This design comes from an exercise in tuning for small area, a short achievable clock period and few clock cycles per item on the open sky130 flow, not from production work. RTL that was checked went through simulation tests only; none was proved equivalent to the original.

## MCH
module MCH (
    input               clk,
    input               reset,
    input       [ 7:0]  X,
    input       [ 7:0]  Y,
    output              Done,
    output      [16:0]  area
);
For scale: about 36 I/O pins, roughly 63000 sq um of cells after synthesis.
Settings: LEC_CHECK=0, CAP_MARGIN=20, CORE_MARGIN=2, CORE_UTILIZATION=35, PLACE_DENSITY=0.55, SLEW_MARGIN=20; clock period 13.0 ns.
standard.sh (not shown) runs the stock make flow with config.mk's settings and CLKGATE_MAP_FILE= SYNTH_SCRIPT=/design/flow/synth_recipe.tcl, a recipe that flattens the netlist after the stock synthesis.
==> flow/flow/run.sh <==
#!/bin/bash
# Layout flow: the standard flow (standard synthesis, floorplan, placement,
# CTS, routing) unchanged, except that ORFS's timing repair (after CTS and after
# global routing) is asked to leave 9 ns of setup slack instead of 0, so that it
# also speeds up paths that already meet the 13 ns clock. The clock, the I/O
# constraints and everything else are the design's.
set -uo pipefail
cp standard.sh standard_sh.copy.log
export SETUP_SLACK_MARGIN=9
bash standard.sh > standard.log 2>&1
Next try:
--- a/flow/design.v
+++ b/flow/design.v
@@ -13,17 +13,13 @@
 reg  [2:0] scnt;      
 reg        ph;        
 reg  [7:0] px, py;
 reg        pv;
 reg  [7:0] ex [0:N-1];
 reg  [7:0] ey [0:N-1];
-reg  [N-1:0] nNE, nNW, nSE, nSW;
-wire [4:0]   nins = icnt - {4'd0, pv};
-reg  [N-1:0] val;
-integer vi;
-always @(*) for (vi = 0; vi < N; vi = vi + 1) val[vi] = (vi < nins);
+reg  [N-1:0] val, nNE, nNW, nSE, nSW;
 function [1:0] cmp8;   
     input [7:0] a, b;
     integer k;
     reg l, e;
     begin
         l = 1'b0; e = 1'b1;
@@ -55,21 +51,23 @@
 wire [N-1:0] kl = val & (lt_x | (eq_x & lt_y));
 wire ins = pv;
 integer i;
 always @(posedge clk) begin
     px <= X;
     py <= Y;
-    if (ins) begin
+    if (state == S_READ && icnt == 5'd0) begin
+        val <= {N{1'b0}};
+    end else if (ins) begin
         for (i = 0; i < N; i = i + 1) begin
             if (kl[i]) begin
                 nNE[i] <= fNE[i]; nNW[i] <= fNW[i]; nSE[i] <= fSE[i]; nSW[i] <= fSW[i];
             end else if (i == 0 || kl[i-1]) begin
-                ex[i] <= px; ey[i] <= py;
+                ex[i] <= px; ey[i] <= py; val[i] <= 1'b1;
                 nNE[i] <= ~dNE_p; nNW[i] <= ~dNW_p; nSE[i] <= ~dSE_p; nSW[i] <= ~dSW_p;
             end else begin
-                ex[i] <= ex[i-1]; ey[i] <= ey[i-1];
+                ex[i] <= ex[i-1]; ey[i] <= ey[i-1]; val[i] <= val[i-1];
                 nNE[i] <= fNE[i-1]; nNW[i] <= fNW[i-1]; nSE[i] <= fSE[i-1]; nSW[i] <= fSW[i-1];
             end
         end
     end else if (pv) begin
         nNE <= fNE; nNW <= fNW; nSE <= fSE; nSW <= fSW;
     end
@@ -89,15 +87,16 @@
     begin
         highest = {N{1'b0}};
         for (k = 0; k < N; k = k + 1)
             if (m[k]) begin highest = {N{1'b0}}; highest[k] = 1'b1; end
     end
 endfunction
-wire [N-1:0] ends  = {1'b1, {(N-2){1'b0}}, 1'b1};
-wire [N-1:0] relU  = nNE | nNW | ends;
-wire [N-1:0] relD  = nSE | nSW | ends;
+wire [N-1:0] lastv = val & ~{1'b0, val[N-1:1]};
+wire [N-1:0] ends  = {{(N-1){1'b0}}, 1'b1} | lastv;
+wire [N-1:0] relU  = val & (nNE | nNW | ends);
+wire [N-1:0] relD  = val & (nSE | nSW | ends);
 reg [7:0] tx0, ty0, sx0, sy0, hx0, hy0, qx0, qy0, nx0, ny0;
 reg [7:0] tx1, ty1, sx1, sy1, hx1, hy1, qx1, qy1, nx1, ny1;
 reg [4:0] tp0, sp0, hp0, qp0, np0;
 reg [4:0] tp1, sp1, hp1, qp1, np1;
 reg       qok0, nok0, first0, rdn0, rdh0;
 reg       qok1, nok1, first1, rdn1, rdh1;
What happened: Register-to-register slack gets better by 0.21 ns. Cell count rose by 1.6%. Die area drops by 0.33%. Via count rises by 3.1%. Routed wire length increases by 6.5%. Clock skew came out lower by 0.056 ns. Global-route usage went up by 1.5 points. First-iteration DRC count rises by 8.4%. Maximum frequency increases by 5.0%. Synthesized area decreases by 0.33%. Design area goes down by 0.38%. Clock-buffer cell count fell by 4.
Testbench counts after the change, summed over its fixed seeds: cycles 15,977, hulls 384.
Only the layout flow was run in the first run of this note; the RTL was not checked for function there.

[static timing again, ports no longer ideal]
In the flow no input, the clock included, has a driving cell. The finished layouts below were timed again as built, in two steps.
Step 1, drivers: a clkbuf_16 drives clk and a buf_2 each remaining input, both assumed.
Step 2 moves the port delays by t, midway between the first and last clock arrival at a register: inputs arrive t later, outputs are due t later. That takes back most of the time a late clock gives input paths.
a / b / c = no drivers / after step 1 / after step 2; a / b = the first two.
run	t, ns	setup WS [ns]	worst setup path at the end
the first run	0.826	8.634 / 8.634 / 8.634	register to register
the second run	0.833	8.842 / 8.842 / 8.842	register to register
After both steps every run listed still meets setup and hold.
